What follows belongs to an exercise in optimizing a design on an open flow for small area, a short achievable clock period and few clock cycles per item; a production flow would make more cautious choices.
RTL that was checked went through simulation tests only; none was proved equivalent to the original.
Only the layout flow was run in run 2; the RTL was not checked for function there.
No activity file was given, so power comes from the tool's default toggle rates.

File: design/flow/design.v
module mod_cu (
	input clk,
	input reset,
	input less_than, 
	output reg write_temp, 
	output reg write_result
);
reg [1:0] curr_state, next_state;
localparam 	START 	= 2'b00,
				SUB		= 2'b01,
				END 		= 2'b10;
always @ (posedge clk) begin
	if(reset)
		curr_state <= START;
	else
		curr_state <= next_state;
end
always @ (*) begin
	if(!reset) begin
		case (curr_state)
			START:  next_state = SUB;
			SUB: begin
					if (less_than)
						next_state = END;
					else
						next_state = SUB;
			end
			END:	begin
						next_state = END;
					end
			default: next_state = START;
		endcase
	end
	else begin
		next_state = START;  
	end
end
always @ (*) begin
	case (curr_state)
		START: 	begin
						write_temp = 1'b1;
						write_result = 1'b0;
					end
		SUB:	   begin
						write_temp = 1'b0;
						write_result = 1'b1;
					end
		END: 		begin
						write_temp = 1'b0;
						write_result = 1'b1;
					end
		default: begin
						write_temp = 1'b0;
						write_result = 1'b0;
					end
	endcase
end
endmodule
module mod_dp (
	input clk, 
	input [31:0] A, 
	input [31:0] B, 
	input write_temp, 
	input write_result, 
	output reg less_than, 
	output reg [31:0] R
); 
	reg [31:0] temp;
	always @(posedge clk) begin
		if (write_temp) begin
			temp <= A;
			less_than <= 1'b0;
		end
		if (write_result) begin
			if (temp >= B) begin
				 less_than <= 1'b0;
				 temp <= temp - B;
			end
			else begin
				less_than <= 1'b1;
				R <= temp; 
			end
		end
    end
endmodule
module mod(
	input [31:0] A,
	input [31:0] B,
	input clk,
	input reset,
	output [31:0] Result,
	output done
);
	wire isLessThan, writeTemp, writeResult;
	mod_cu io(.reset(reset), .clk(clk), .less_than(isLessThan), .write_temp(writeTemp), .write_result(writeResult));
	mod_dp i1(.clk(clk), .A(A), .B(B), .write_temp(writeTemp), .write_result(writeResult), .less_than(isLessThan), .R(Result));
	assign done = isLessThan & ~writeTemp;
endmodule
File: design/flow/run.sh
#!/bin/bash
# synth_recipe.tcl (not shown) runs the flow's synth.tcl, then flattens the netlist and writes it again
# the make line also repeats each setting of config.mk as NAME=value (left out here)
make -C /OpenROAD-flow-scripts/flow DESIGN_CONFIG=/design/flow/config.mk WORK_HOME=/design/flow/orfs CLKGATE_MAP_FILE= SYNTH_SCRIPT=/design/flow/synth_recipe.tcl finish
File: design/flow/config.mk
export PLATFORM = sky130hd
export DESIGN_NAME = mod
export DESIGN_NICKNAME = mod
export VERILOG_FILES = /design/flow/design.v
export SDC_FILE = /design/flow/constraint.sdc
export NUM_CORES = 4
export LEC_CHECK = 0
export CAP_MARGIN = 20
export CORE_MARGIN = 2
export CORE_UTILIZATION = 40
export SLEW_MARGIN = 20
File: design/flow/constraint.sdc
create_clock -name core_clock -period 4.5 [get_ports {clk}]
set_input_delay 0.9000 -clock core_clock [delete_from_list [all_inputs] [get_ports {clk}]]
set_output_delay 0.9000 -clock core_clock [all_outputs]
set_load 0.01 [all_outputs]
==> run summary, run 1 <==
### Status
• finished clean — status

### Synth
• 22.02% — proportion of netlist area held by the largest area contributor
• edfxtp_1 — cell type with the highest aggregate area in the netlist
• 9.435 µm² — mean area per synthesized cell
• 58 — count of cell types in the netlist
• edfxtp_1 (22%), dfxtp_1 (15%), mux2i_1 (11%) — top area cells in the synthesized netlist
• 2 — warning count from the yosys run
• dfxtp_1 — most instantiated flip-flop cell in the synthesis netlist
• 477 — Gate Count Post-Synth
• 67 — number of synthesized register bits
• 579 — number of nets produced by synthesis
• 37.14% — sequential cell area fraction in the yosys report
• 4501 µm² — Syn Std Cell Area
• 33 — number of enable-type register cells in the synthesized netlist
• 0% — async set-reset flop share out of synthesis

### Timing
• 764.3 ps — measured slew at the worst slew-check pin
• 0 — final setup violating endpoints
• 0.2682 GHz — highest clock rate
• no — setup repair after global routing missed its margin
• 0 ps — total negative slack for setup checks
• 82.86% — Final period util
• 0 — final count of pins violating max slew
• 10.75 ps — skew final
• 0 — Hold Violations, Final
• 48.96% — Max transition margin
• 3729 ps — shortest period the worst path allows

### Floorplan
• 110.1 µm — die outline width
• 99 — num ports
• 10890 µm² — area of the core region
• 110.1 µm — chip height
• 41.34% — Initial Util
• 12120 µm² — die outline area
• 38 — site row count

### Global routing
• 19.69% — Total Routing Usage GR
• 0 — overall overflow remaining after global route
• 3847 — via count of the first global-routing pass
• 0 — initial antenna violation count
• 18460 µm — wire length of the first global-routing pass
• 34 — pin count of the biggest net entering global routing

### Power and ir drop
• 2.496 nW — reported leakage power
• 1.770 mW — net switching power figure
• 42.58% — fraction of power spent switching nets
• 0.0003305 V — peak supply drop
• 27.9% — sequential group share of total power
• 716.9 nW/µm² — Power Dens Cells
• 2.388 mW — internal power summed over all cells
• 11.7% — part of the power in the clock network
• 60.4% — power share of the combinational group
• 4.158 mW — power consumption

### Finish
• 28.89% — synth-to-layout area growth
• 0 — ANT cells
• 674 — Final #Nets
• 6.932% — share of layout cells above drive strength 1
• 1060 — FILL cells

### Setup path
• 4780 ps — required time at the worst-slack endpoint
• in2reg — class of the most critical setup path
• 13 — crit path max fanout
• input port — crit path launch type
• 660 ps — crit-path max cell delay
• a211oi_2 — critical path's most frequent cell
• 1440 ps — FF-to-FF setup slack
• i1.temp[0] — launch instance of the worst register-to-register path
• flop — kind of capture point of the worst setup path
• a211oi_2 — slowest CP cell
• 4000 ps — data arrival time at the worst-slack endpoint
• clkdlybuf4s50_1, inv_1, ha_1, a21o_1, a211oi_2, o21ai_1, a31o_2, a211oi_2, or2_1, buf_4, mux2i_1 — chain of cells forming the critical path
• i1.temp[30] — critical register-to-register path endpoint
• 10 — Worst Reg2Reg Path Length in Cells

### Place
• 8612 µm — HPWL after detailed placement
• 0.8920 — final weighted congestion in routability-driven placement
• 98 — Port Buffer Count

### Job
• 0 — maximum capacitance violations

### Min path
• i1.R[19] — hold worst-path end
• i1.temp[19] — startpoint of the lowest-slack hold path
• 0 — Worst Hold Path Cells
• reg2reg — worst min-delay path class

### Detailed routing
• 0 — number of routed nets with antenna violations
• 3817 — routed via count
• 5119 µm — metal2 WL
• 663 µm — length of routed met3 wiring
• 5.324 — number of vias per cell
• 15.71 µm — mean routed wirelength per cell
• 0 — number of design rule violations left after detail routing
• met4 — uppermost layer routed
• 5274 µm — met1 routed wirelength after detailed routing
• 5 — iteration count of the initial detailed-routing pass
• 11270 µm — routed wire length
• 151 — Detailed Route Iter0 Violations

### Clocking
• 2 — Max Buffers Root-to-Sink
• 9 — clock buffers created by TritonCTS
• 0 — setup bufs post-CTS
• 67 — clk sinks
• 70 ps — register clock-pin slew on the reported worst setup and hold paths
• done — TritonCTS clock tree
• clkbuf_8 — root buffer cell
• 360 ps — insertion delay to the later sink of the worst-skew pair
• 0 — count of hold buffers inserted by post-cts repair
• 3 — number of levels in the clock H-tree
• 0 — cts repair resizes

## per-stage QoR
stage / instances / hold WS, ps / utilization, % / area (µm²) / setup WS, ps
2_1_floorplan: 477 / 429.5 / - / 4506 / 558.9
3_5_place_dp: 701 / 448.2 / 51.64 / 5623 / 348.2
3_3_place_gp: 701 / 445.2 / 51.64 / 5623 / 466.6
4_1_cts: 717 / 464.2 / 53.28 / 5801 / 708.6
5_1_grt: 717 / 489.2 / 53.28 / 5801 / 444.1
6_report: 717 / 465.3 / 53.28 / 5801 / 771.3
## area by class of cell
class	instances	area, µm²	area share (%)
timing repair buffer	106	1041	17.95
multi-input combinational	345	2574	44.37
sequential	67	1672	28.82
clock buffer	12	135.1	2.330
inverter	43	161.4	2.783
clock inverter	4	42.54	0.7334
tap	140	175.2	3.020
## cell usage in the layout, fill, tap and decap left out, drive strengths merged, types with 8 or more instances in the layout
cell type      netlist  final
clkdlybuf4s50        0     98
nand4                8      8
nand2               27     27
nor3                11     11
o21ai               27     27
mux2i               48     48
xnor2               19     19
buf                  9      8
edfxtp              33     33
dfxtp               34     34
nand3                8      8
inv                 43     43
nor2                28     28
clkbuf              13     12
a21oi               42     42
ha                  35     35
## metal layers
| layer | GRT usage [%] | vias up |
|---|---|---|
| met3 | 3.821 | 16 |
| li1 | - | 1908 |
| met4 | 6.329 | 0 |
| met1 | 26.97 | 1776 |
| met5 | 0 | - |
| met2 | 31.20 | 117 |
## cells by family after synthesis
family          count (synthesis)  synth area share, %
buf+inv                        65                6.005
fa+ha+maj                      36                10.18
xor+xnor                       25                4.865
compound gates                121                17.65
flops                          67                37.14
simple gates                  110                12.23
mux                            53                11.93
## registers in the layout (all words and copies together) (netlist names)
signal and count:
i1.R 32, i1.less_than 1, i1.temp 32, io.curr_state 2
## cell usage after synthesis, types with 2 or more instances
| master | count |
|---|---|
| a211oi_1 | 5 |
| a211oi_2 | 2 |
| a21boi_0 | 2 |
| a21o_1 | 5 |
| a21oi_1 | 40 |
| a31oi_1 | 4 |
| a41oi_1 | 2 |
| and3_1 | 3 |
| buf_2 | 5 |
| buf_4 | 3 |
| clkbuf_1 | 12 |
| dfxtp_1 | 34 |
| edfxtp_1 | 33 |
| ha_1 | 35 |
| inv_1 | 43 |
| mux2_2 | 5 |
| mux2i_1 | 48 |
| nand2_1 | 27 |
| nand2b_1 | 5 |
| nand3_1 | 8 |
| nand3b_1 | 2 |
| nand4_1 | 8 |
| nor2_1 | 28 |
| nor2b_1 | 3 |
| nor3_1 | 11 |
| nor3b_1 | 2 |
| nor4_1 | 3 |
| o211ai_1 | 6 |
| o21a_1 | 4 |
| o21ai_0 | 23 |
| o21ai_1 | 4 |
| o21bai_1 | 4 |
| o31a_1 | 2 |
| o31ai_1 | 6 |
| o41a_1 | 2 |
| or2_2 | 2 |
| or3_1 | 2 |
| xnor2_1 | 19 |
| xor2_1 | 6 |
## power by group through the flow
stage          combinational (mW)  sequential, mW  clock [mW]
2_1_floorplan                1.74            1.19           0
3_3_place_gp                 2.48            1.17           0
3_5_place_dp                 2.50            1.17           0
4_1_cts                      2.51            1.17       0.498
5_1_grt                      2.78            1.20       0.525
6_report                     2.51            1.16       0.485
## worst max-delay path: cells and delay by family
| family | cells | cell delay [ps] |
|---|---|---|
| multiplexers | 1 | 210 |
| AND/OR/NAND/NOR | 1 | 270 |
| buffers and inverters | 3 | 750 |
| AO/OA/AOI/OAI | 5 | 1590 |
| adder cells (fa/ha/maj) | 1 | 290 |
## worst max-delay path by stage
stage                       end  start  cells past startpoint  slack [ps]
global route        i1.temp[23]  B[13]                     11         440
CTS                 i1.temp[19]  B[28]                     11         710
finish              i1.temp[19]  B[28]                     11         770
floorplan               i1.R[0]  B[19]                     10         560
detailed placement  i1.temp[21]  B[28]                     11         350
global placement    i1.temp[21]   B[5]                     11         470
Testbench counts, summed over its fixed seeds: cycles 164,005, items 720.
==> inputs of run 2 (changes only) <==
==> design/flow/design.v (replaced) <==
module mod_cu (
	input clk,
	input reset,
	input fit1,
	input fit2,
	input last,
	output reg busy,
	output reg p1
);
always @(posedge clk) begin
	if (reset) begin
		busy <= 1'b1;
		p1 <= 1'b1;
	end else if (busy) begin
		if (!(p1 & fit1)) begin
			p1 <= 1'b0;
			if (last)
				busy <= 1'b0;
		end
	end
end
endmodule
module mod_dp (
	input clk,
	input reset,
	input [31:0] A,
	input [31:0] B,
	input busy,
	input p1,
	output fit1,
	output fit2,
	output last,
	output [31:0] R
);
	reg [31:0] r, d;
	reg [4:0] cnt;
	wire [31:0] s;
	genvar i;
	generate
		for (i = 0; i < 32; i = i + 1) begin : g_s
			assign s[i] = |r[31:i];
		end
	endgenerate
	assign fit1 = ~d[31] & ~|(d[30:0] & ~s[31:1]);
	assign fit2 = ~|d[31:30] & ~|(d[29:0] & ~s[31:2]);
	assign last = (cnt == 5'd0);
	wire [32:0] diff = {1'b0, r} - {1'b0, d};
	wire ge = ~diff[32];
	always @(posedge clk) begin
		if (reset) begin
			r <= A;
			d <= B;
			cnt <= 5'd0;
		end else if (busy) begin
			if (p1 & fit2) begin
				d <= {d[29:0], 2'b00};
				cnt <= cnt + 5'd2;
			end else if (p1 & fit1) begin
				d <= {d[30:0], 1'b0};
				cnt <= cnt + 5'd1;
			end else begin
				if (ge)
					r <= diff[31:0];
				if (!last) begin
					d <= {1'b0, d[31:1]};
					cnt <= cnt - 5'd1;
				end
			end
		end
	end
	assign R = r;
endmodule
module mod(
	input [31:0] A,
	input [31:0] B,
	input clk,
	input reset,
	output [31:0] Result,
	output done
);
	wire busy, p1, fit1, fit2, ge, last;
	mod_cu io(.clk(clk), .reset(reset), .fit1(fit1), .fit2(fit2), .last(last),
	          .busy(busy), .p1(p1));
	mod_dp i1(.clk(clk), .reset(reset), .A(A), .B(B), .busy(busy), .p1(p1),
	          .fit1(fit1), .fit2(fit2), .last(last), .R(Result));
	assign done = ~busy;
endmodule
==> run summary, run 2 <==
### Timing
• 0 — Hold Violations, Final, unchanged
• no — setup repair after global routing missed its margin, unchanged
• 0 ps — total negative slack for setup checks, unchanged
• 44.42% — Max transition margin, was 48.96%
• 9.554 ps — skew final, was 10.75 ps
• 0.2648 GHz — highest clock rate, was 0.2682 GHz
• 833.7 ps — measured slew at the worst slew-check pin, was 764.3 ps
• 3776 ps — shortest period the worst path allows, was 3729 ps
• 0 — final count of pins violating max slew, unchanged
• 83.92% — Final period util, was 82.86%
• 0 — final setup violating endpoints, unchanged

### Finish
• clkdlybuf4s50_1 (97), nand2_1 (84), a21oi_1 (80) — most frequent cells in the layout, was clkdlybuf4s50_1 (98), mux2i_1 (48), inv_1 (43)
• clkdlybuf4s50_1 — most common cell after layout, fill and taps aside, unchanged
• 7244 µm² — cell area after layout, was 5801 µm²
• 885 — Final #Nets, was 674
• 3.817% — share of layout cells above drive strength 1, was 6.932%
• 23.82% — synth-to-layout area growth, was 28.89%
• 0 — ANT cells, unchanged
• 970 — final standard cell count with taps included and fillers excluded, was 717
• i1.d (32), i1.r (32), i1.cnt (5) — top flop regs, was i1.R (32), i1.temp (32), io.curr_state (2)

### Setup path
• reg2reg — class of the most critical setup path, was in2reg
• i1.r[12] — critical register-to-register path endpoint, was i1.temp[30]
• 720 ps — FF-to-FF setup slack, was 1440 ps
• ha_1, fa_1, nor2b_1, o31a_1, o31a_1, o21ai_1, a21oi_1, o22ai_1, o21ai_1, nand3_1, a31oi_4, buf_4 — chain of cells forming the critical path, was clkdlybuf4s50_1, inv_1, ha_1, a21o_1, a211oi_2, o21ai_1, a31o_2, a211oi_2, or2_1, buf_4, mux2i_1
• i1.d[0] — launch instance of the worst register-to-register path, was i1.temp[0]
• 450 ps — crit-path max cell delay, was 660 ps
• 12 — Worst Reg2Reg Path Length in Cells, was 10
• flop — crit path launch type, was input port
• 3770 ps — data arrival time at the worst-slack endpoint, was 4000 ps
• 32 — crit path max fanout, was 13
• 4490 ps — required time at the worst-slack endpoint, was 4780 ps
• flop — kind of capture point of the worst setup path, unchanged
• edfxtp_1 — slowest CP cell, was a211oi_2

### Synth
• 8.430 µm² — mean area per synthesized cell, was 9.435 µm²
• 798 — number of nets produced by synthesis, was 579
• edfxtp_1 — cell type with the highest aggregate area in the netlist, unchanged
• 5851 µm² — Syn Std Cell Area, was 4501 µm²
• nand2_1 (84), a21oi_1 (80), o21ai_0 (75), edfxtp_1 (64), nor2_1 (50) — most frequent cells after synthesis, was mux2i_1 (48), inv_1 (43), a21oi_1 (40), ha_1 (35), dfxtp_1 (34)
• nand2_1 — library cell with the highest instance count after synthesis, was mux2i_1
• 25.26% — area fraction in compound gates after synthesis, was 17.65%
• edfxtp_1 (33%), ha_1 (7.7%), a21oi_1 (6.8%) — top area cells in the synthesized netlist, was edfxtp_1 (22%), dfxtp_1 (15%), mux2i_1 (11%)
• 71 — number of synthesized register bits, was 67
• edfxtp_1 — most instantiated flip-flop cell in the synthesis netlist, was dfxtp_1
• 16.72% — simple-gate portion of the synthesized area, was 12.23%
• 35.24% — sequential cell area fraction in the yosys report, was 37.14%
• 8.383% — adder-cell share of the synthesized area, was 10.18%
• 32.85% — proportion of netlist area held by the largest area contributor, was 22.02%
• 64 — number of enable-type register cells in the synthesized netlist, was 33
• 0% — async set-reset flop share out of synthesis, unchanged
• 2 — warning count from the yosys run, unchanged
• 3.443% — XOR/XNOR Fraction of Synth Area, was 4.865%
• 5.518% — portion of netlist area occupied by mux cells, was 11.93%
• 56 — count of cell types in the netlist, was 58
• 694 — Gate Count Post-Synth, was 477
• compound AO/OA/AOI/OAI gates — largest family of logic cells by synthesized area, unchanged

### Detailed routing
• 16530 µm — routed wire length, was 11270 µm
• 461 — Detailed Route Iter0 Violations, was 151
• 5471 — routed via count, was 3817
• 17.05 µm — mean routed wirelength per cell, was 15.71 µm
• 5.640 — number of vias per cell, was 5.324
• 4 — iteration count of the initial detailed-routing pass, was 5
• 0 — number of design rule violations left after detail routing, unchanged
• 0 — number of routed nets with antenna violations, unchanged

### Place
• 11970 µm — HPWL after detailed placement, was 8612 µm
• 98 — Port Buffer Count, unchanged
• 0.9022 — final weighted congestion in routability-driven placement, was 0.8920
• 954 — Cells after DPL, was 701
• 6993 µm² — DP Area, was 5623 µm²

### Status
• finished clean — status, unchanged

### Power and ir drop
• 0.0003539 V — peak supply drop, was 0.0003305 V
• 960.2 nW/µm² — Power Dens Cells, was 716.9 nW/µm²
• 2.874 nW — reported leakage power, was 2.496 nW

### Clocking
• 2 — Max Buffers Root-to-Sink, unchanged
• 60 ps — register clock-pin slew on the reported worst setup and hold paths, was 70 ps
• 0 — count of hold buffers inserted by post-cts repair, unchanged
• 0 — cts repair resizes, unchanged
• 360 ps — insertion delay to the later sink of the worst-skew pair, about the same
• 0 — setup bufs post-CTS, unchanged
• 71 — clk sinks, was 67
• 3 — number of levels in the clock H-tree, unchanged
• 9 — clock buffers created by TritonCTS, unchanged
• clkbuf_16 — root buffer cell, was clkbuf_8
• done — TritonCTS clock tree, unchanged

### Global routing
• 0 — initial antenna violation count, unchanged
• 5319 — via count of the first global-routing pass, was 3847
• 0 — overall overflow remaining after global route, unchanged
• 27080 µm — wire length of the first global-routing pass, was 18460 µm
• 92 — pin count of the biggest net entering global routing, was 34
• 21.45% — Total Routing Usage GR, was 19.69%

### Floorplan
• 124.9 µm — chip height, was 110.1 µm
• 14420 µm² — area of the core region, was 10890 µm²
• 15610 µm² — die outline area, was 12120 µm²
• 40.56% — Initial Util, was 41.34%
• 99 — num ports, unchanged
• 124.9 µm — die outline width, was 110.1 µm
• 44 — site row count, was 38

### Min path
• 2 — Worst Hold Path Cells, was 0
• io.p1 — startpoint of the lowest-slack hold path, was i1.temp[19]
• reg2reg — worst min-delay path class, unchanged
• io.p1 — hold worst-path end, was i1.R[19]

### Job
• 0 — maximum capacitance violations, unchanged

==> run 2: changes by cell type in the layout (fill, tap and decap cells not counted), moves of 22 or more <==
cell	change
edfxtp_1	+31
nand2_1	+57
o21ai_0	+52
a21oi_1	+40
dfxtp_1	-27
nor2_1	+22
==> run 2: critical path, delay by kind of cell (launching register included) <==
kind                       cells  cell delay (ps)
AOI/OAI and AO/OA              7             1520
adders and majority gates      2              640
buffers and inverters          1              440
DFF                            1              450
and+or+nand+nor                2              330
==> run 2: through the flow <==
step | hold slack (ps) | worst slack, ps | power (mW) | utilization [%]
floorplan | 443.4 | 713.5 | 4.941 | -
global placement | 456.2 | 861.3 | 6.192 | 48.48
detailed placement | 461.5 | 755.8 | 6.257 | 48.48
CTS | 470.2 | 746.8 | 6.946 | 50.23
global route | 504.0 | 426.8 | 7.578 | 50.23
finish | 475.1 | 723.8 | 6.956 | 50.23
==> run 2: how the worst max path moves through the flow <==
stage | start | endpoint | slack, ps | cells after the start
floorplan | i1.r[0] | i1.r[0] | 710 | 12
global placement | i1.d[0] | i1.r[10] | 860 | 12
detailed placement | i1.d[0] | i1.r[9] | 760 | 12
CTS | i1.d[0] | i1.r[13] | 750 | 12
global route | i1.d[0] | i1.r[29] | 430 | 12
finish | i1.d[0] | i1.r[12] | 720 | 12
==> run 2: power breakdown <==
part	switching [mW]	internal, mW	total, mW
clock	0.288	0.366	0.655
combinational	2.63	2.01	4.64
sequential	0.368	1.30	1.66
==> run 2: cells by family after synthesis <==
group                      count (synthesis)
muxes                                     32
xor gates and xnor gates                  23
DFF                                       71
and+or+nand+nor                          208
AOI/OAI and AO/OA                        247
adders and majority gates                 38
buffers and inverters                     75
==> run 2: area by class of cell <==
class	count	area, µm²
Clock inverter	4	15.01
Inverter	46	172.7
Tap cell	184	230.2
Sequential cell	71	2062
Timing Repair Buffer	105	1031
Clock buffer	12	236.5
Multi-Input combinational cell	548	3497
Fill cell	1401	7179
==> run 2: layer usage <==
layer,global-route usage (%),vias to the layer above,wire length (µm)
li1,-,2707,-
met1,29.96,2586,7837
met2,33.33,157,7494
met3,4.450,21,897
met4,7.320,0,304
met5,0,-,0
==> inputs of run 3 (changes only) <==
==> design/flow/design.v (replaced) <==
module mod_cu (
	input clk,
	input reset,
	input fit1,
	input fit3,
	input last,
	output reg busy,
	output reg p1
);
always @(posedge clk) begin
	if (reset) begin
		busy <= 1'b1;
		p1 <= 1'b1;
	end else if (busy) begin
		if (!(p1 & fit1)) begin
			p1 <= 1'b0;
			if (last)
				busy <= 1'b0;
		end
	end
end
endmodule
module mod_dp (
	input clk,
	input reset,
	input [31:0] A,
	input [31:0] B,
	input busy,
	input p1,
	output fit1,
	output fit3,
	output last,
	output [31:0] R
);
	reg [31:0] r, d;
	reg [4:0] cnt;
	wire [31:0] s;
	genvar i;
	generate
		for (i = 0; i < 32; i = i + 1) begin : g_s
			assign s[i] = |r[31:i];
		end
	endgenerate
	assign fit1 = ~d[31] & ~|(d[30:0] & ~s[31:1]);
	assign fit3 = ~|d[31:29] & ~|(d[28:0] & ~s[31:3]);
	assign last = (cnt == 5'd0);
	wire [32:0] diff = {1'b0, r} - {1'b0, d};
	wire ge = ~diff[32];
	wire sh3 = p1 & fit3;
	wire sh1 = p1 & fit1;
	always @(posedge clk) begin
		if (reset) begin
			d <= B;
			cnt <= 5'd0;
		end else if (sh3) begin
			d <= {d[28:0], 3'b000};
			cnt <= cnt + 5'd3;
		end else if (sh1) begin
			d <= {d[30:0], 1'b0};
			cnt <= cnt + 5'd1;
		end else begin
			d <= {1'b0, d[31:1]};
			cnt <= cnt - 5'd1;
		end
	end
	always @(posedge clk) begin
		if (reset)
			r <= A;
		else if (busy & ~sh1 & ge)
			r <= diff[31:0];
	end
	assign R = r;
endmodule
module mod(
	input [31:0] A,
	input [31:0] B,
	input clk,
	input reset,
	output [31:0] Result,
	output done
);
	wire busy, p1, fit1, fit3, ge, last;
	mod_cu io(.clk(clk), .reset(reset), .fit1(fit1), .fit3(fit3), .last(last),
	          .busy(busy), .p1(p1));
	mod_dp i1(.clk(clk), .reset(reset), .A(A), .B(B), .busy(busy), .p1(p1),
	          .fit1(fit1), .fit3(fit3), .last(last), .R(Result));
	assign done = ~busy;
endmodule
--- a/design/flow/config.mk
+++ b/design/flow/config.mk
@@ -8,4 +8,5 @@
 export CAP_MARGIN = 20
 export CORE_MARGIN = 2
 export CORE_UTILIZATION = 40
+export CTS_BUF_LIST = sky130_fd_sc_hd__clkbuf_8
 export SLEW_MARGIN = 20
==> run summary, run 3 <==
### Clocking
• clkbuf_8 — root buffer cell, was clkbuf_16
• 71 — clk sinks, unchanged
• 380 ps — insertion delay to the later sink of the worst-skew pair, was 360 ps
• done — TritonCTS clock tree, unchanged
• 0 — count of hold buffers inserted by post-cts repair, unchanged
• 0 — setup bufs post-CTS, unchanged
• 0 — cts repair resizes, unchanged
• 90 ps — register clock-pin slew on the reported worst setup and hold paths, was 60 ps
• 2 — Max Buffers Root-to-Sink, unchanged
• 9 — clock buffers created by TritonCTS, unchanged
• 3 — number of levels in the clock H-tree, unchanged

### Detailed routing
• 16440 µm — routed wire length, was 16530 µm
• 0 — number of design rule violations left after detail routing, unchanged
• 5.733 — number of vias per cell, was 5.640
• 457 — Detailed Route Iter0 Violations, was 461
• 5188 — routed via count, was 5471
• 5 — iteration count of the initial detailed-routing pass, was 4
• 18.16 µm — mean routed wirelength per cell, was 17.05 µm
• 0 — number of routed nets with antenna violations, unchanged

### Status
• finished clean — status, unchanged

### Setup path
• flop — kind of capture point of the worst setup path, unchanged
• flop — crit path launch type, unchanged
• 32 — crit path max fanout, unchanged
• 790 ps — FF-to-FF setup slack, was 720 ps
• inv_1, ha_1, fa_1, and2b_1, o31a_2, o31ai_2, o211a_1, o31a_2, o311ai_4, a31oi_1, o31ai_4, buf_4 — chain of cells forming the critical path, was ha_1, fa_1, nor2b_1, o31a_1, o31a_1, o21ai_1, a21oi_1, o22ai_1, o21ai_1, nand3_1, a31oi_4, buf_4
• i1.r[15] — critical register-to-register path endpoint, was i1.r[12]
• 12 — Worst Reg2Reg Path Length in Cells, unchanged
• buf_4 — slowest CP cell, was edfxtp_1
• 440 ps — crit-path max cell delay, was 450 ps
• 4520 ps — required time at the worst-slack endpoint, was 4490 ps
• o31a_2 — critical path's most frequent cell
• reg2reg — class of the most critical setup path, unchanged
• 3720 ps — data arrival time at the worst-slack endpoint, was 3770 ps
• i1.r[0] — launch instance of the worst register-to-register path, was i1.d[0]

### Power and ir drop
• 5.422 mW — power consumption, was 6.956 mW
• 0.0004015 V — peak supply drop, was 0.0003539 V
• 2.768 nW — reported leakage power, was 2.874 nW
• 791.6 nW/µm² — Power Dens Cells, was 960.2 nW/µm²

### Finish
• 0 — ANT cells, unchanged
• 826 — Final #Nets, was 885
• clkdlybuf4s50_1 — most common cell after layout, fill and taps aside, unchanged
• 24.32% — synth-to-layout area growth, was 23.82%
• i1.d (32), i1.r (32), i1.cnt (5) — top flop regs, unchanged
• 1742 µm² — combined flip-flop and latch cell area, was 2062 µm²
• 905 — final standard cell count with taps included and fillers excluded, was 970
• 6849 µm² — cell area after layout, was 7244 µm²
• 3453 µm² — footprint of the multi-input gates, was 3497 µm²
• clkdlybuf4s50_1 (97), nand2_1 (85), o21ai_0 (59) — most frequent cells in the layout, was clkdlybuf4s50_1 (97), nand2_1 (84), a21oi_1 (80)
• 8.642% — share of layout cells above drive strength 1, was 3.817%
• 51.31% — core utilization of the finished layout, was 50.23%
• 1289 — FILL cells, was 1401

### Global routing
• 26250 µm — wire length of the first global-routing pass, was 27080 µm
• 0 — overall overflow remaining after global route, unchanged
• 30.33% — met1 GRT Util, was 29.96%
• 37.61% — GRT met2 Usage, was 33.33%
• 0 — initial antenna violation count, unchanged
• met2 — highest-utilization routing layer at the global route stage, unchanged
• 68 — pin count of the biggest net entering global routing, was 92
• 22.86% — Total Routing Usage GR, was 21.45%
• 5050 — via count of the first global-routing pass, was 5319
• 5.404% — met3 usage in global routing, was 4.450%

### Synth
• 739 — number of nets produced by synthesis, was 798
• 76 — count of cell types in the netlist, was 56
• 637 — Gate Count Post-Synth, was 694
• 31.61% — sequential cell area fraction in the yosys report, was 35.24%
• 17.44% — proportion of netlist area held by the largest area contributor, was 32.85%
• 32 — number of enable-type register cells in the synthesized netlist, was 64
• dfxtp_1 — most instantiated flip-flop cell in the synthesis netlist, was edfxtp_1
• nand2_1 (85), o21ai_0 (59), inv_1 (51), dfxtp_1 (39) — most frequent cells after synthesis, was nand2_1 (84), a21oi_1 (80), o21ai_0 (75), edfxtp_1 (64), nor2_1 (50)
• edfxtp_1 (17%), dfxtp_1 (14%), ha_1 (7.7%) — top area cells in the synthesized netlist, was edfxtp_1 (33%), ha_1 (7.7%), a21oi_1 (6.8%)
• 2 — warning count from the yosys run, unchanged
• 71 — number of synthesized register bits, unchanged
• 5509 µm² — Syn Std Cell Area, was 5851 µm²
• edfxtp_1 — cell type with the highest aggregate area in the netlist, unchanged
• 0% — async set-reset flop share out of synthesis, unchanged
• 8.648 µm² — mean area per synthesized cell, was 8.430 µm²
• nand2_1 — library cell with the highest instance count after synthesis, unchanged

### Timing
• 58.40% — Max transition margin, was 44.42%
• 0 — final setup violating endpoints, unchanged
• 82.44% — Final period util, was 83.92%
• 16.24 ps — skew final, was 9.554 ps
• 0 — Hold Violations, Final, unchanged
• 491.0 ps — smallest hold slack, was 475.1 ps
• 0 ps — total negative slack for setup checks, unchanged
• 0 — final count of pins violating max slew, unchanged
• 0.2696 GHz — highest clock rate, was 0.2648 GHz
• 3710 ps — shortest period the worst path allows, was 3776 ps
• no — setup repair after global routing missed its margin, unchanged
• 624.0 ps — measured slew at the worst slew-check pin, was 833.7 ps
• 790.3 ps — Final Worst Setup Slack, was 723.8 ps

### Floorplan
• 13350 µm² — area of the core region, was 14420 µm²
• 14730 µm² — die outline area, was 15610 µm²
• 121.4 µm — die outline width, was 124.9 µm
• 41.27% — Initial Util, was 40.56%
• 42 — site row count, was 44
• 121.4 µm — chip height, was 124.9 µm
• 99 — num ports, unchanged

### Place
• 0.8916 — final weighted congestion in routability-driven placement, was 0.9022
• 889 — Cells after DPL, was 954
• 770.2 ps — pre-CTS setup slack, was 755.8 ps
• 6634 µm² — DP Area, was 6993 µm²
• 12090 µm — HPWL after detailed placement, was 11970 µm
• 98 — Port Buffer Count, unchanged

### Min path
• i1.cnt[0] — hold worst-path end, was io.p1
• i1.cnt[0] — startpoint of the lowest-slack hold path, was io.p1
• reg2reg — worst min-delay path class, unchanged
• 1 — Worst Hold Path Cells, was 2

### Job
• 0 — maximum capacitance violations, unchanged

[run 3: logic make-up (layout without fill, tap and decap cells)]
group                      Yosys count  count (layout)  share of synthesized area (%)
AOI/OAI and AO/OA                  232             232                          32.52
and+or+nand+nor                    187             187                          16.38
buffers and inverters               80             172                          5.950
DFF                                 71              71                          31.61
adders and majority gates           36              36                          8.449
xor gates and xnor gates            26              26                          4.134
muxes                                5               5                         0.9539
[run 3: worst max path at each step]
stage               slack [ps]  endpoint    start
floorplan                   90   i1.r[0]  i1.r[0]
global placement           840  i1.r[12]  i1.r[0]
detailed placement         770  i1.r[14]  i1.r[0]
CTS                        760  i1.r[15]  i1.r[0]
global route               620  i1.r[12]  i1.r[0]
finish                     790  i1.r[15]  i1.r[0]
[run 3: critical path: cells and delay by family (launching register included)]
family,cells,cell delay (ps)
adder cells (fa/ha/maj),2,650
flip-flops,1,350
AND/OR/NAND/NOR,1,230
buffers and inverters,2,490
AO/OA/AOI/OAI,7,1620
[run 3: where the power goes]
part / internal [mW] / switching, mW / total (mW)
Clock: 0.322 / 0.256 / 0.578
Sequential: 1.05 / 0.405 / 1.46
Combinational: 1.51 / 1.87 / 3.39
Total: 2.89 / 2.54 / 5.42
[run 3: layout make-up]
class	instances	area share, %
well taps	176	3.215
clock buffers	10	2.009
clock inverters	6	1.133
multi-input cells	486	50.42
repair buffers	104	14.94
flip-flops and latches	71	25.43
inverters	52	2.850
[run 3: layer usage]
metal	vias to the layer above	share of wire, %
li1	2554	-
met1	2456	46
met2	164	47
met3	14	5.5
met4	0	1.1
met5	-	0
Testbench counts of run 3, summed over its fixed seeds: cycles 6,090, items 720.
==> inputs of run 4 (changes only) <==
--- a/design/flow/config.mk
+++ b/design/flow/config.mk
@@ -8,5 +8,5 @@
 export CAP_MARGIN = 20
 export CORE_MARGIN = 2
 export CORE_UTILIZATION = 40
-export CTS_BUF_LIST = sky130_fd_sc_hd__clkbuf_8
+export SETUP_SLACK_MARGIN = 1.0
 export SLEW_MARGIN = 20
==> run summary, run 4 <==
### Synth
• 0% — async set-reset flop share out of synthesis, unchanged
• 32 — number of enable-type register cells in the synthesized netlist, unchanged
• nand2_1 (85), o21ai_0 (59), inv_1 (51), dfxtp_1 (39) — most frequent cells after synthesis, unchanged
• 2 — warning count from the yosys run, unchanged
• 739 — number of nets produced by synthesis, unchanged
• 5509 µm² — Syn Std Cell Area, unchanged
• edfxtp_1 (17%), dfxtp_1 (14%), ha_1 (7.7%) — top area cells in the synthesized netlist, unchanged
• dfxtp_1 — most instantiated flip-flop cell in the synthesis netlist, unchanged
• 8.648 µm² — mean area per synthesized cell, unchanged
• nand2_1 — library cell with the highest instance count after synthesis, unchanged
• 71 — number of synthesized register bits, unchanged
• 31.61% — sequential cell area fraction in the yosys report, unchanged
• 637 — Gate Count Post-Synth, unchanged
• edfxtp_1 — cell type with the highest aggregate area in the netlist, unchanged
• 76 — count of cell types in the netlist, unchanged
• 17.44% — proportion of netlist area held by the largest area contributor, unchanged

### Finish
• clkdlybuf4s50_1 — most common cell after layout, fill and taps aside, unchanged
• 26.60% — synth-to-layout area growth, was 24.32%
• clkdlybuf4s50_1 (97), nand2_1 (85), o21ai_0 (59) — most frequent cells in the layout, unchanged
• 828 — Final #Nets, was 826
• 1310 — FILL cells, was 1289
• 907 — final standard cell count with taps included and fillers excluded, was 905
• i1.d (32), i1.r (32), i1.cnt (5) — top flop regs, unchanged
• 52.25% — core utilization of the finished layout, was 51.31%
• 9.986% — share of layout cells above drive strength 1, was 8.642%
• 0 — ANT cells, unchanged

### Global routing
• 37.04% — GRT met2 Usage, was 37.61%
• 0 — initial antenna violation count, unchanged
• 31.55% — met1 GRT Util, was 30.33%
• 0 — overall overflow remaining after global route, unchanged
• 26510 µm — wire length of the first global-routing pass, was 26250 µm
• 23.32% — Total Routing Usage GR, was 22.86%
• 62 — pin count of the biggest net entering global routing, was 68
• met2 — highest-utilization routing layer at the global route stage, unchanged
• 4.934% — met3 usage in global routing, was 5.404%
• 5049 — via count of the first global-routing pass, was 5050

### Detailed routing
• 0 — number of design rule violations left after detail routing, unchanged
• 355 — Detailed Route Iter0 Violations, was 457
• 16640 µm — routed wire length, was 16440 µm
• 5 — iteration count of the initial detailed-routing pass, unchanged
• 18.34 µm — mean routed wirelength per cell, was 18.16 µm
• 0 — number of routed nets with antenna violations, unchanged
• 5162 — routed via count, was 5188
• 5.691 — number of vias per cell, was 5.733

### Timing
• 0 ps — total negative slack for setup checks, unchanged
• 0 — final count of pins violating max slew, unchanged
• 3348 ps — shortest period the worst path allows, was 3710 ps
• 0.2987 GHz — highest clock rate, was 0.2696 GHz
• 57.94% — Max transition margin, was 58.40%
• 74.40% — Final period util, was 82.44%
• 0 — Hold Violations, Final, unchanged
• 1152 ps — Final Worst Setup Slack, was 790.3 ps
• 625.6 ps — measured slew at the worst slew-check pin, was 624.0 ps
• 0 — final setup violating endpoints, unchanged
• 10.28 ps — skew final, was 16.24 ps
• yes — setup repair after global routing missed its margin, was no

### Setup path
• 4540 ps — required time at the worst-slack endpoint, was 4520 ps
• fa_2 — slowest CP cell, was buf_4
• 1150 ps — FF-to-FF setup slack, was 790 ps
• flop — crit path launch type, unchanged
• compound AO/OA/AOI/OAI gates — kind of cell adding the most delay to the critical path, unchanged
• o31a_2 — critical path's most frequent cell, unchanged
• 12 — Crit. path cell count, unchanged
• flop — kind of capture point of the worst setup path, unchanged
• i1.r[14] — critical register-to-register path endpoint, was i1.r[15]
• inv_1, ha_2, fa_2, and2b_1, o31a_2, o31ai_2, o211a_1, o31a_2, o311ai_4, a31oi_2, o31ai_4, buf_6 — chain of cells forming the critical path, was inv_1, ha_1, fa_1, and2b_1, o31a_2, o31ai_2, o211a_1, o31a_2, o311ai_4, a31oi_1, o31ai_4, buf_4
• 15 — crit path max fanout, was 32
• reg2reg — class of the most critical setup path, unchanged
• i1.r[0] — launch instance of the worst register-to-register path, unchanged
• 2 — Buf+Inv Stages, Crit Path, unchanged
• 350 ps — crit-path max cell delay, was 440 ps
• 3390 ps — data arrival time at the worst-slack endpoint, was 3720 ps
• 12 — Worst Reg2Reg Path Length in Cells, unchanged

### Power and ir drop
• 46.57% — fraction of power spent switching nets, was 46.76%
• 61.9% — power share of the combinational group, was 62.5%
• 11.9% — part of the power in the clock network, was 10.7%
• 799.4 nW/µm² — Power Dens Cells, was 791.6 nW/µm²
• 0.0003451 V — peak supply drop, was 0.0004015 V
• 26.1% — sequential group share of total power, was 26.8%
• 2.807 nW — reported leakage power, was 2.768 nW
• 2.979 mW — internal power summed over all cells, was 2.887 mW
• 2.597 mW — net switching power figure, was 2.535 mW

### Clocking
• 9 — clock buffers created by TritonCTS, unchanged
• 71 — clk sinks, unchanged
• clkbuf_16 — root buffer cell, was clkbuf_8
• 3 — number of levels in the clock H-tree, unchanged
• done — TritonCTS clock tree, unchanged
• 60 ps — register clock-pin slew on the reported worst setup and hold paths, was 90 ps
• 0 — count of hold buffers inserted by post-cts repair, unchanged
• 350 ps — insertion delay to the later sink of the worst-skew pair, was 380 ps
• 2 — Max Buffers Root-to-Sink, unchanged

### Floorplan
• 13350 µm² — area of the core region, unchanged
• 121.4 µm — chip height, unchanged
• 14730 µm² — die outline area, unchanged
• 99 — num ports, unchanged
• 41.27% — Initial Util, unchanged
• 121.4 µm — die outline width, unchanged
• 42 — site row count, unchanged

### Place
• 0.8762 — final weighted congestion in routability-driven placement, was 0.8916
• 890 — Cells after DPL, was 889
• 98 — Port Buffer Count, unchanged
• 1072 ps — pre-CTS setup slack, was 770.2 ps
• 12590 µm — HPWL after detailed placement, was 12090 µm

### Status
• finished clean — status, unchanged

### Min path
• reg2reg — worst min-delay path class, unchanged
• io.p1 — hold worst-path end, was i1.cnt[0]
• 1 — Worst Hold Path Cells, unchanged
• io.p1 — startpoint of the lowest-slack hold path, was i1.cnt[0]

### Job
• 0 — maximum capacitance violations, unchanged

## run 4: cell counts after synthesis
Identical to the previous run, type by type.
## run 4: kinds of logic after synthesis
| family | after synthesis | share of synthesized area (%) |
|---|---|---|
| compound gates | 232 | 32.52 |
| simple gates | 187 | 16.38 |
| buf+inv | 80 | 5.950 |
| flops | 71 | 31.61 |
| fa+ha+maj | 36 | 8.449 |
| xor+xnor | 26 | 4.134 |
| mux | 5 | 0.9539 |
## run 4: worst register-to-register path, delay by kind of cell, from the launching register on
| family | cells | cell delay, ps |
|---|---|---|
| fa+ha+maj | 2 | 540 |
| flops | 1 | 340 |
| buf+inv | 2 | 310 |
| simple gates | 1 | 230 |
| compound gates | 7 | 1630 |
## run 4: stage by stage
stage	total power, mW	instance area, µm²	hold WS, ps
2_1_floorplan	3.773	5534	440.5
3_3_place_gp	4.810	6653	470.2
3_5_place_dp	4.837	6653	469.7
4_1_cts	5.538	6918	486.2
5_1_grt	6.027	6974	524.9
6_report	5.575	6974	484.5
## run 4: layer usage
metal / part of all wire (%) / vias to the layer above
li1: - / 2550
met1: 46 / 2460
met2: 46 / 132
met3: 5.8 / 20
met4: 1.7 / 0
met5: 0 / -
## run 4: how the worst max path moves through the flow
stage / startpoint / endpoint
6_report: i1.r[0] / i1.r[14]
5_1_grt: i1.r[16] / i1.cnt[4]
4_1_cts: i1.r[0] / i1.r[15]
3_5_place_dp: i1.r[0] / i1.r[15]
3_3_place_gp: i1.r[0] / i1.r[17]
2_1_floorplan: i1.r[0] / i1.r[0]
## run 4: layout make-up
cell class              count  area, µm²  share of cell area (%)
clock inverters             6      36.28                  0.5203
multi-input cells         486       3497                   50.14
repair buffers            106       1055                   15.12
inverters                  52      195.2                   2.799
clock buffers              10      229.0                   3.283
well taps                 176      220.2                   3.158
flip-flops and latches     71       1742                   24.97
## run 4: timing repair
action | 4_1_cts | 5_1_grt
resized for setup | 0 | 12
setup endpoints to repair | 0 | 34
buffers inserted | 0 | 1
## run 4: power by group through the flow
stage          clock network [mW]  registers (mW)  logic (mW)
2_1_floorplan                   0            1.39        2.38
3_3_place_gp                    0            1.44        3.37
3_5_place_dp                    0            1.45        3.39
4_1_cts                     0.682            1.44        3.42
5_1_grt                     0.708            1.50        3.82
6_report                    0.666            1.46        3.45
==> inputs of run 5 (changes only) <==
--- a/design/flow/config.mk
+++ b/design/flow/config.mk
@@ -8,5 +8,5 @@
 export CAP_MARGIN = 20
 export CORE_MARGIN = 2
 export CORE_UTILIZATION = 40
-export SETUP_SLACK_MARGIN = 1.0
+export SETUP_SLACK_MARGIN = 1.6
 export SLEW_MARGIN = 20
==> run summary, run 5 <==
### Synth
• 0% — async set-reset flop share out of synthesis, unchanged
• 5509 µm² — Syn Std Cell Area, unchanged
• nand2_1 (85), o21ai_0 (59), inv_1 (51), dfxtp_1 (39) — most frequent cells after synthesis, unchanged
• 71 — number of synthesized register bits, unchanged
• 17.44% — proportion of netlist area held by the largest area contributor, unchanged
• dfxtp_1 — most instantiated flip-flop cell in the synthesis netlist, unchanged
• 739 — number of nets produced by synthesis, unchanged
• 31.61% — sequential cell area fraction in the yosys report, unchanged
• edfxtp_1 (17%), dfxtp_1 (14%), ha_1 (7.7%) — top area cells in the synthesized netlist, unchanged
• 76 — count of cell types in the netlist, unchanged
• 32 — number of enable-type register cells in the synthesized netlist, unchanged
• nand2_1 — library cell with the highest instance count after synthesis, unchanged
• edfxtp_1 — cell type with the highest aggregate area in the netlist, unchanged
• 8.648 µm² — mean area per synthesized cell, unchanged
• 2 — warning count from the yosys run, unchanged
• 637 — Gate Count Post-Synth, unchanged

### Finish
• 874 — Final #Nets, was 828
• 1191 — FILL cells, was 1310
• 21.49% — share of layout cells above drive strength 1, was 9.986%
• clkdlybuf4s50_1 (97), nand2_1 (83), inv_1 (50) — most frequent cells in the layout, was clkdlybuf4s50_1 (97), nand2_1 (85), o21ai_0 (59)
• 0 — ANT cells, unchanged
• clkdlybuf4s50_1 — most common cell after layout, fill and taps aside, unchanged
• i1.d (32), i1.r (32), i1.cnt (5) — top flop regs, unchanged
• 41.38% — synth-to-layout area growth, was 26.60%
• 7789 µm² — cell area after layout, was 6974 µm²
• 953 — final standard cell count with taps included and fillers excluded, was 907

### Clocking
• 350 ps — insertion delay to the later sink of the worst-skew pair, about the same
• 3 — number of levels in the clock H-tree, unchanged
• done — TritonCTS clock tree, unchanged
• 9 — clock buffers created by TritonCTS, unchanged
• clkbuf_16 — root buffer cell, unchanged
• 2 — Max Buffers Root-to-Sink, unchanged
• 71 — clk sinks, unchanged
• 60 ps — register clock-pin slew on the reported worst setup and hold paths, about the same

### Timing
• yes — setup repair after global routing missed its margin, unchanged
• 0 — final count of pins violating max slew, unchanged
• 73.77% — Final period util, was 74.40%
• 0.3012 GHz — highest clock rate, was 0.2987 GHz
• 0 — final setup violating endpoints, unchanged
• 0 ps — total negative slack for setup checks, unchanged
• 9.496 ps — skew final, was 10.28 ps
• 0 — Hold Violations, Final, unchanged
• 502.5 ps — smallest hold slack, was 484.5 ps
• 3320 ps — shortest period the worst path allows, was 3348 ps
• 42.26% — Max transition margin, was 57.94%
• 864.9 ps — measured slew at the worst slew-check pin, was 625.6 ps

### Floorplan
• 41.27% — Initial Util, unchanged
• 121.4 µm — chip height, unchanged
• 121.4 µm — die outline width, unchanged
• 42 — site row count, unchanged
• 14730 µm² — die outline area, unchanged
• 99 — num ports, unchanged
• 13350 µm² — area of the core region, unchanged

### Setup path
• flop — kind of capture point of the worst setup path, unchanged
• 4560 ps — required time at the worst-slack endpoint, was 4540 ps
• 3380 ps — data arrival time at the worst-slack endpoint, was 3390 ps
• 8 — crit path max fanout, was 15
• 13 — Worst Reg2Reg Path Length in Cells, was 12
• flop — crit path launch type, unchanged
• reg2reg — class of the most critical setup path, unchanged

### Detailed routing
• 5484 — routed via count, was 5162
• 17650 µm — routed wire length, was 16640 µm
• 18.52 µm — mean routed wirelength per cell, was 18.34 µm
• 0 — number of routed nets with antenna violations, unchanged
• 5.754 — number of vias per cell, was 5.691
• 5 — iteration count of the initial detailed-routing pass, unchanged
• 421 — Detailed Route Iter0 Violations, was 355
• 0 — number of design rule violations left after detail routing, unchanged

### Global routing
• 0 — initial antenna violation count, unchanged
• 27220 µm — wire length of the first global-routing pass, was 26510 µm
• 0 — overall overflow remaining after global route, unchanged
• 5257 — via count of the first global-routing pass, was 5049
• 69 — pin count of the biggest net entering global routing, was 62
• 23.65% — Total Routing Usage GR, was 23.32%

### Status
• finished clean — status, unchanged

### Min path
• 1 — Worst Hold Path Cells, unchanged
• reg2reg — worst min-delay path class, unchanged

### Place
• 0.9013 — final weighted congestion in routability-driven placement, was 0.8762
• 11780 µm — HPWL after detailed placement, was 12590 µm
• 98 — Port Buffer Count, unchanged
• 888 — Cells after DPL, was 890
• 6696 µm² — DP Area, was 6653 µm²

### Power and ir drop
• 841.3 nW/µm² — Power Dens Cells, was 799.4 nW/µm²
• 0.0003989 V — peak supply drop, was 0.0003451 V
• 6.553 mW — power consumption, was 5.575 mW
• 3.140 nW — reported leakage power, was 2.807 nW

### Job
• 0 — maximum capacitance violations, unchanged

==> run 5: cell counts after synthesis <==
Identical to the previous run, type by type.
==> run 5: worst paths after layout <==
kind,startpoint,endpoint,slack [ps]
setup / recovery,i1.r[0],i1.r[31],1180
setup reg to reg,i1.r[0],i1.r[31],1180
hold reg to reg,io.p1,io.p1,500
hold / removal,io.p1,io.p1,500
==> run 5: logic make-up (layout without fill, tap and decap cells) <==
kind of cell,count (synthesis),after routing,synth area share [%]
buffers and inverters,80,220,5.950
AO/OA/AOI/OAI,232,232,32.52
flip-flops,71,71,31.61
multiplexers,5,5,0.9539
adder cells (fa/ha/maj),36,36,8.449
XOR/XNOR,26,26,4.134
AND/OR/NAND/NOR,187,187,16.38
==> run 5: routing by layer <==
layer,up-vias,GRT usage (%),share of wire [%]
li1,2648,-,-
met1,2631,31.54,45
met2,179,38.38,47
met3,26,4.511,5.3
met4,0,7.974,2.0
met5,-,0,0
==> run 5: area by class of cell <==
type	count	area [µm²]	area share, %
clock buffer	12	267.8	3.438
clock inverter	4	25.02	0.3213
timing repair buffer	152	1528	19.61
tap	176	220.2	2.827
multi-input combinational	486	3800	48.79
inverter	52	197.7	2.538
sequential	71	1750	22.47
==> run 5: critical path: stages, from the launching register on <==
cell	delay, ps
edfxtp_1	340
inv_1	50
ha_2	190
fa_2	330
and2b_1	230
o31a_2	180
o31ai_4	80
o211a_1	290
o31a_4	320
o311ai_4	280
a31oi_2	160
o31ai_4	220
buf_12	170
clkbuf_16	170
==> run 5: where the power goes <==
| part | internal (mW) | switching (mW) |
|---|---|---|
| logic | 2.12 | 2.28 |
| clock network | 0.422 | 0.291 |
| registers | 1.05 | 0.394 |
==> run 5: per-stage QoR <==
stage | utilization [%] | setup slack [ps]
finish | 58.35 | 1180
global route | 58.35 | 1070
CTS | 55.82 | 1149
detailed placement | 50.17 | 889.5
global placement | 50.17 | 957.7
floorplan | - | 797.1
==> run 5: timing repair <==
| item | 4_1_cts | 5_1_grt |
|---|---|---|
| gates cloned | 2 | 2 |
| pin swaps | 21 | 31 |
| setup buffers | 32 | 13 |
| resized for setup | 37 | 51 |
| setup endpoints to repair | 74 | 68 |
| hold buffers | 0 | 0 |
==> inputs of run 6 (changes only) <==
--- a/design/flow/config.mk
+++ b/design/flow/config.mk
@@ -8,5 +8,4 @@
 export CAP_MARGIN = 20
 export CORE_MARGIN = 2
 export CORE_UTILIZATION = 40
-export SETUP_SLACK_MARGIN = 1.6
 export SLEW_MARGIN = 20
==> run summary, run 6 <==
### Synth
• 17.44% — proportion of netlist area held by the largest area contributor, unchanged
• 32 — number of enable-type register cells in the synthesized netlist, unchanged
• dfxtp_1 — most instantiated flip-flop cell in the synthesis netlist, unchanged
• 739 — number of nets produced by synthesis, unchanged
• 31.61% — sequential cell area fraction in the yosys report, unchanged
• 637 — Gate Count Post-Synth, unchanged
• 0.9539% — portion of netlist area occupied by mux cells, unchanged
• nand2_1 (85), o21ai_0 (59), inv_1 (51), dfxtp_1 (39) — most frequent cells after synthesis, unchanged
• nand2_1 — library cell with the highest instance count after synthesis, unchanged
• 5509 µm² — Syn Std Cell Area, unchanged
• edfxtp_1 — cell type with the highest aggregate area in the netlist, unchanged
• 4.134% — XOR/XNOR Fraction of Synth Area, unchanged
• 16.38% — simple-gate portion of the synthesized area, unchanged
• 2 — warning count from the yosys run, unchanged
• 71 — number of synthesized register bits, unchanged
• 8.648 µm² — mean area per synthesized cell, unchanged
• 0% — async set-reset flop share out of synthesis, unchanged
• 76 — count of cell types in the netlist, unchanged
• 32.52% — area fraction in compound gates after synthesis, unchanged
• 8.449% — adder-cell share of the synthesized area, unchanged
• compound AO/OA/AOI/OAI gates — largest family of logic cells by synthesized area, unchanged
• edfxtp_1 (17%), dfxtp_1 (14%), ha_1 (7.7%) — top area cells in the synthesized netlist, unchanged

### Floorplan
• 121.4 µm — chip height, unchanged
• 99 — num ports, unchanged
• 13350 µm² — area of the core region, unchanged
• 121.4 µm — die outline width, unchanged
• 42 — site row count, unchanged
• 14730 µm² — die outline area, unchanged
• 41.27% — Initial Util, unchanged

### Detailed routing
• 18.19 µm — mean routed wirelength per cell, was 18.52 µm
• 5 — iteration count of the initial detailed-routing pass, unchanged
• 0 — number of design rule violations left after detail routing, unchanged
• 5195 — routed via count, was 5484
• 478 — Detailed Route Iter0 Violations, was 421
• 5.740 — number of vias per cell, was 5.754
• 16460 µm — routed wire length, was 17650 µm
• 0 — number of routed nets with antenna violations, unchanged
• 7702 µm — metal2 WL, was 8351 µm
• 866 µm — length of routed met3 wiring, was 944 µm
• met4 — uppermost layer routed, unchanged
• 7652 µm — met1 routed wirelength after detailed routing, was 8011 µm

### Place
• 0.8916 — final weighted congestion in routability-driven placement, was 0.9013
• 6634 µm² — DP Area, was 6696 µm²
• 12090 µm — HPWL after detailed placement, was 11780 µm
• 98 — Port Buffer Count, unchanged

### Clocking
• 0 — setup bufs post-CTS, was 32
• 60 ps — register clock-pin slew on the reported worst setup and hold paths, about the same
• 0 — cts repair resizes, was 37
• 2 — Max Buffers Root-to-Sink, unchanged
• 3 — number of levels in the clock H-tree, unchanged
• clkbuf_16 — root buffer cell, unchanged
• 0 — count of hold buffers inserted by post-cts repair, unchanged
• done — TritonCTS clock tree, unchanged
• 9 — clock buffers created by TritonCTS, unchanged
• 71 — clk sinks, unchanged
• 350 ps — insertion delay to the later sink of the worst-skew pair, about the same

### Setup path
• reg2reg — class of the most critical setup path, unchanged
• 12 — Worst Reg2Reg Path Length in Cells, was 13
• 32 — crit path max fanout, was 8
• 3700 ps — data arrival time at the worst-slack endpoint, was 3380 ps
• o31a_2 — critical path's most frequent cell, was o31ai_4
• 440 ps — crit-path max cell delay, was 340 ps
• inv_1, ha_1, fa_1, and2b_1, o31a_2, o31ai_2, o211a_1, o31a_2, o311ai_4, a31oi_1, o31ai_4, buf_4 — chain of cells forming the critical path, was inv_1, ha_2, fa_2, and2b_1, o31a_2, o31ai_4, o211a_1, o31a_4, o311ai_4, a31oi_2, o31ai_4, buf_12, clkbuf_16
• i1.r[12] — critical register-to-register path endpoint, was i1.r[31]
• flop — kind of capture point of the worst setup path, unchanged
• 4490 ps — required time at the worst-slack endpoint, was 4560 ps
• i1.r[0] — launch instance of the worst register-to-register path, unchanged
• 2 — Buf+Inv Stages, Crit Path, was 3
• 790 ps — FF-to-FF setup slack, was 1180 ps
• flop — crit path launch type, unchanged
• buf_4 — slowest CP cell, was edfxtp_1
• compound AO/OA/AOI/OAI gates — kind of cell adding the most delay to the critical path, unchanged

### Global routing
• 5072 — via count of the first global-routing pass, was 5257
• 0 — initial antenna violation count, unchanged
• 68 — pin count of the biggest net entering global routing, was 69
• 26250 µm — wire length of the first global-routing pass, was 27220 µm
• 22.85% — Total Routing Usage GR, was 23.65%
• 0 — overall overflow remaining after global route, unchanged

### Power and ir drop
• 804.6 nW/µm² — Power Dens Cells, was 841.3 nW/µm²
• 0.0003690 V — peak supply drop, was 0.0003989 V
• 2.802 nW — reported leakage power, was 3.140 nW
• 5.584 mW — power consumption, was 6.553 mW

### Finish
• 826 — Final #Nets, was 874
• 25.98% — synth-to-layout area growth, was 41.38%
• 1277 — FILL cells, was 1191
• 8.642% — share of layout cells above drive strength 1, was 21.49%
• clkdlybuf4s50_1 (97), nand2_1 (85), o21ai_0 (59) — most frequent cells in the layout, was clkdlybuf4s50_1 (97), nand2_1 (83), inv_1 (50)
• 0 — ANT cells, unchanged
• clkdlybuf4s50_1 — most common cell after layout, fill and taps aside, unchanged
• 6940 µm² — cell area after layout, was 7789 µm²
• i1.d (32), i1.r (32), i1.cnt (5) — top flop regs, unchanged

### Timing
• 0 — final setup violating endpoints, unchanged
• 484.8 ps — smallest hold slack, was 502.5 ps
• 0.2698 GHz — highest clock rate, was 0.3012 GHz
• 609.7 ps — measured slew at the worst slew-check pin, was 864.9 ps
• no — setup repair after global routing missed its margin, was yes
• 0 — final count of pins violating max slew, unchanged
• 82.37% — Final period util, was 73.77%
• 59.01% — Max transition margin, was 42.26%
• 3707 ps — shortest period the worst path allows, was 3320 ps
• 0 ps — total negative slack for setup checks, unchanged
• 0 — Hold Violations, Final, unchanged
• 9.408 ps — skew final, was 9.496 ps

### Status
• finished clean — status, unchanged

### Job
• 0 — maximum capacitance violations, unchanged

### Min path
• 1 — Worst Hold Path Cells, unchanged
• i1.cnt[0] — hold worst-path end, was io.p1
• reg2reg — worst min-delay path class, unchanged
• i1.cnt[0] — startpoint of the lowest-slack hold path, was io.p1

==> run 6: cell types whose count changed in the layout (fill, tap and decap cells not counted), moves of 4 or more <==
cell     change
dfxtp_2      -4
ha_2         -4
buf_4       -34
ha_1         +7
nor3_1       +4
dfxtp_1      +5
a21oi_1      +7
o21ai_0     +14
a21oi_2      -5
o21ai_1     -11
buf_6        -7
==> run 6: final cells by class <==
| type | count | area [µm²] | share of cell area [%] |
|---|---|---|---|
| well taps | 176 | 220.2 | 3.173 |
| clock inverters | 2 | 10.01 | 0.1442 |
| inverters | 52 | 195.2 | 2.812 |
| multi-input cells | 486 | 3453 | 49.76 |
| clock buffers | 14 | 296.5 | 4.273 |
| repair buffers | 104 | 1023 | 14.75 |
| flip-flops and latches | 71 | 1742 | 25.09 |
==> run 6: power breakdown <==
group | internal [mW] | switching (mW)
combinational | 1.51 | 1.87
clock | 0.454 | 0.282
sequential | 1.05 | 0.407
==> run 6: cells by family (layout without fill, tap and decap cells) <==
| logic type | count (synthesis) | count (layout) |
|---|---|---|
| and+or+nand+nor | 187 | 187 |
| buffers and inverters | 80 | 172 |
| DFF | 71 | 71 |
| xor gates and xnor gates | 26 | 26 |
| muxes | 5 | 5 |
| AOI/OAI and AO/OA | 232 | 232 |
| adders and majority gates | 36 | 36 |
==> run 6: worst reg2reg max path, stage by stage, from the launching register on <==
cell and delay (ps):
edfxtp_1 340, inv_1 50, ha_1 220, fa_1 420, and2b_1 230, o31a_2 180, o31ai_2 90, o211a_1 270
o31a_2 400, o311ai_4 330, a31oi_1 180, o31ai_4 180, buf_4 440
==> run 6: worst max-delay path by stage <==
| stage | endpoint | slack [ps] | start | cells after the start |
|---|---|---|---|---|
| after floorplan | i1.r[0] | 90 | i1.r[0] | 11 |
| after global placement | i1.r[12] | 840 | i1.r[0] | 12 |
| after detailed placement | i1.r[14] | 770 | i1.r[0] | 12 |
| after CTS | i1.r[8] | 750 | i1.r[0] | 12 |
| after global routing | i1.r[22] | 630 | i1.r[0] | 12 |
| final | i1.r[12] | 790 | i1.r[0] | 12 |
==> run 6: per-stage QoR <==
step	setup WS (ps)	util (%)	instances
global placement	844.0	49.70	889
floorplan	93.72	-	637
CTS	753.2	52.00	905
finish	793.5	52.00	905
global route	625.9	52.00	905
detailed placement	770.2	49.70	889
==> run 6: layer usage <==
metal | track usage (%) | vias up
li1 | - | 2548
met1 | 30.36 | 2475
met2 | 37.46 | 153
met3 | 5.733 | 19
met4 | 5.101 | 0
met5 | 0 | -
==> inputs of run 7 (changes only) <==
==> design/flow/flow/run.sh (new file) <==
#!/bin/bash
# The standard layout, with the smallest buffer on each port instead of the
# delay cell buffer_ports picks by default.
set -euo pipefail
export BUFFER_PORTS_ARGS="-buffer_cell sky130_fd_sc_hd__buf_1"
bash standard.sh finish > standard.log 2>&1
==> design/flow/standard.sh (new file) <==
#!/bin/bash
# synth_recipe.tcl (not shown) runs the flow's synth.tcl, then flattens the netlist and writes it again
# the make line also repeats each setting of config.mk as NAME=value (left out here)
make -C /OpenROAD-flow-scripts/flow DESIGN_CONFIG=/design/flow/config.mk WORK_HOME=/design/flow/orfs CLKGATE_MAP_FILE= SYNTH_SCRIPT=/design/flow/synth_recipe.tcl "${@:-finish}"
--- a/design/flow/config.mk
+++ b/design/flow/config.mk
@@ -7,5 +7,7 @@
 export LEC_CHECK = 0
 export CAP_MARGIN = 20
 export CORE_MARGIN = 2
-export CORE_UTILIZATION = 40
+export CORE_UTILIZATION = 60
+export CTS_BUF_LIST = sky130_fd_sc_hd__clkbuf_8
+export SETUP_SLACK_MARGIN = 1.0
 export SLEW_MARGIN = 20
removed: design/flow/run.sh
==> run summary, run 7 <==
### Floorplan
• 9964 µm² — die outline area, was 14730 µm²
• 99.82 µm — die outline width, was 121.4 µm
• 99 — num ports, unchanged
• 8806 µm² — area of the core region, was 13350 µm²
• 99.82 µm — chip height, was 121.4 µm

### Setup path
• 3490 ps — data arrival time at the worst-slack endpoint, was 3700 ps
• i1.r[0] — Critical Path Source, unchanged
• i1.r[28] — critical register-to-register path endpoint, was i1.r[12]
• 8 — crit path max fanout, was 32
• 4580 ps — required time at the worst-slack endpoint, was 4490 ps
• flop — kind of capture point of the worst setup path, unchanged
• 1080 ps — FF-to-FF setup slack, was 790 ps
• 13 — Worst Reg2Reg Path Length in Cells, was 12
• reg2reg — class of the most critical setup path, unchanged
• i1.r[28] — Setup crit end, was i1.r[12]
• flop — crit path launch type, unchanged

### Timing
• 1083 ps — Final Worst Setup Slack, was 793.5 ps
• 0 — final setup violating endpoints, unchanged
• 17.48 ps — skew final, was 9.408 ps
• 3417 ps — shortest period the worst path allows, was 3707 ps
• 0.2927 GHz — highest clock rate, was 0.2698 GHz
• no — setup repair after global routing missed its margin, unchanged
• 75.93% — Final period util, was 82.37%
• 0 — final count of pins violating max slew, unchanged
• 0 ps — total negative slack for setup checks, unchanged

### Global routing
• 31.63% — Total Routing Usage GR, was 22.85%
• 5074 — via count of the first global-routing pass, was 5072
• 25270 µm — wire length of the first global-routing pass, was 26250 µm
• 0 — initial antenna violation count, unchanged
• 67 — pin count of the biggest net entering global routing, was 68
• 0 — overall overflow remaining after global route, unchanged

### Detailed routing
• 0 — number of design rule violations left after detail routing, unchanged
• 19.08 µm — mean routed wirelength per cell, was 18.19 µm
• 0 — number of routed nets with antenna violations, unchanged
• 16140 µm — routed wire length, was 16460 µm
• 5407 — routed via count, was 5195

### Clocking
• 370 ps — insertion delay to the later sink of the worst-skew pair, was 350 ps
• 9 — clock buffers created by TritonCTS, unchanged
• 3 — number of levels in the clock H-tree, unchanged
• 2 — Max Buffers Root-to-Sink, unchanged
• 0 — count of hold buffers inserted by post-cts repair, unchanged
• 71 — clk sinks, unchanged
• done — TritonCTS clock tree, unchanged
• 90 ps — register clock-pin slew on the reported worst setup and hold paths, was 60 ps

### Finish
• buf_1 — most common cell after layout, fill and taps aside, was clkdlybuf4s50_1
• 11.38% — share of layout cells above drive strength 1, was 8.642%
• 835 — Final #Nets, was 826
• 846 — final standard cell count with taps included and fillers excluded, was 905

### Synth
• 17.44% — proportion of netlist area held by the largest area contributor, unchanged
• nand2_1 (85), o21ai_0 (59), inv_1 (51), dfxtp_1 (39) — most frequent cells after synthesis, unchanged
• 2 — warning count from the yosys run, unchanged
• 5509 µm² — Syn Std Cell Area, unchanged
• 71 — number of synthesized register bits, unchanged
• 739 — number of nets produced by synthesis, unchanged
• 0% — async set-reset flop share out of synthesis, unchanged
• 8.648 µm² — mean area per synthesized cell, unchanged
• 76 — count of cell types in the netlist, unchanged
• dfxtp_1 — most instantiated flip-flop cell in the synthesis netlist, unchanged
• nand2_1 — library cell with the highest instance count after synthesis, unchanged
• 31.61% — sequential cell area fraction in the yosys report, unchanged
• edfxtp_1 (17%), dfxtp_1 (14%), ha_1 (7.7%) — top area cells in the synthesized netlist, unchanged

### Power and ir drop
• 2.576 nW — reported leakage power, was 2.802 nW
• 5.396 mW — power consumption, was 5.584 mW
• 0.0004856 V — peak supply drop, was 0.0003690 V
• 847.1 nW/µm² — Power Dens Cells, was 804.6 nW/µm²

### Place
• 98 — Port Buffer Count, unchanged
• 0.9481 — final weighted congestion in routability-driven placement, was 0.8916
• 822 — Cells after DPL, was 889
• 11410 µm — HPWL after detailed placement, was 12090 µm

### Min path
• reg2reg — worst min-delay path class, unchanged

### Status
• finished clean — status, unchanged

==> run 7: cell count changes in the layout (fill, tap and decap cells not counted), moves of 4 or more <==
cell             delta
clkdlybuf4s50_1    -97
clkbuf_16           -8
buf_1              +97
clkbuf_8            +8
clkinv_4            +4
==> run 7: what timing repair did <==
| action | in CTS | in global routing |
|---|---|---|
| pin swaps | 0 | 7 |
| gates resized for setup | 0 | 23 |
| gates cloned | 0 | 3 |
| setup endpoints to repair | 18 | 35 |
| buffers inserted | 0 | 5 |
==> run 7: how the worst min path moves through the flow <==
stage | from | cells past startpoint | end
after global placement | i1.cnt[0] | 1 | i1.cnt[0]
after detailed placement | i1.cnt[0] | 1 | i1.cnt[0]
after CTS | i1.cnt[0] | 1 | i1.cnt[0]
final | io.busy | 2 | io.busy
after floorplan | io.p1 | 1 | io.p1
after global routing | io.p1 | 1 | io.p1
==> run 7: through the flow <==
stage          area [µm²]  hold slack [ps]
2_1_floorplan        5534            440.5
3_3_place_gp         5961            473.5
3_5_place_dp         5961            487.0
4_1_cts              6135            500.4
5_1_grt              6370            536.6
6_report             6370            506.7
==> run 7: routing by layer <==
layer  global-route usage (%)  part of all wire [%]
met4                    11.91                   2.0
met5                        0                     0
met3                    4.805                   8.5
met2                    50.31                    46
met1                    43.75                    43
==> run 7: report_power, final <==
group | internal (mW) | switching (mW) | leakage [nW]
clock network | 0.201 | 0.268 | 0.0949
logic | 1.47 | 1.99 | 1.83
registers | 1.05 | 0.408 | 0.653
==> run 7: cells by family (layout without fill, tap and decap cells) <==
family                   after synthesis  in the layout  share of synthesized area, %
buffers and inverters                 80            181                         5.950
flip-flops                            71             71                         31.61
AND/OR/NAND/NOR                      187            187                         16.38
AO/OA/AOI/OAI                        232            232                         32.52
multiplexers                           5              5                        0.9539
XOR/XNOR                              26             26                         4.134
adder cells (fa/ha/maj)               36             36                         8.449
==> run 7: final cells by class <==
| class | count | area, µm² |
|---|---|---|
| Inverter | 52 | 195.2 |
| Multi-Input combinational cell | 486 | 3556 |
| Clock buffer | 9 | 123.9 |
| Fill cell | 715 | 2436 |
| Clock inverter | 7 | 50.05 |
| Timing Repair Buffer | 113 | 565.5 |
| Sequential cell | 71 | 1744 |
| Tap cell | 108 | 135.1 |
==> run 7: critical path, stage by stage, from the launching register on <==
cell and delay (ps):
edfxtp_1 350, inv_1 50, ha_2 180, fa_2 340
and2b_1 250, o31a_4 180, o31ai_4 80, o211a_4 290
o31a_4 310, o311ai_4 370, a31oi_4 150, o31ai_4 220
buf_6 180, clkbuf_16 170

==> afterwards: timing with drivers on the ports <==
How much do the figures lean on ideal ports? The routed layouts below were timed once more, with nothing changed but the port constraints. Step 1 sets driving cells, clkbuf_16 on the clock port and buf_2 on the other inputs (assumed; they add their load-dependent delay and slew). Step 2 times the ports against the registers' clock, not the clock port: input delays grow and output delays shrink by t, the midpoint of the rising clock arrivals with the driver on. a / b / c = ideal / step 1 / step 2; a / b = the first two.
| run | shift t [ns] | slack for setup (ns) |
|---|---|---|
| run 1 | 0.385 | 0.771 / 0.782 / 0.397 |
| run 2 | 0.394 | 0.724 / 0.724 / 0.724 |
| run 3 | 0.407 | 0.790 / 0.790 / 0.790 |
| run 4 | 0.390 | 1.152 / 1.152 / 1.152 |
| run 5 | 0.385 | 1.180 / 1.180 / 1.180 |
| run 6 | 0.385 | 0.793 / 0.793 / 0.793 |
| run 7 | 0.391 | 1.083 / 1.083 / 1.083 |
After both steps every run listed still meets setup and hold.
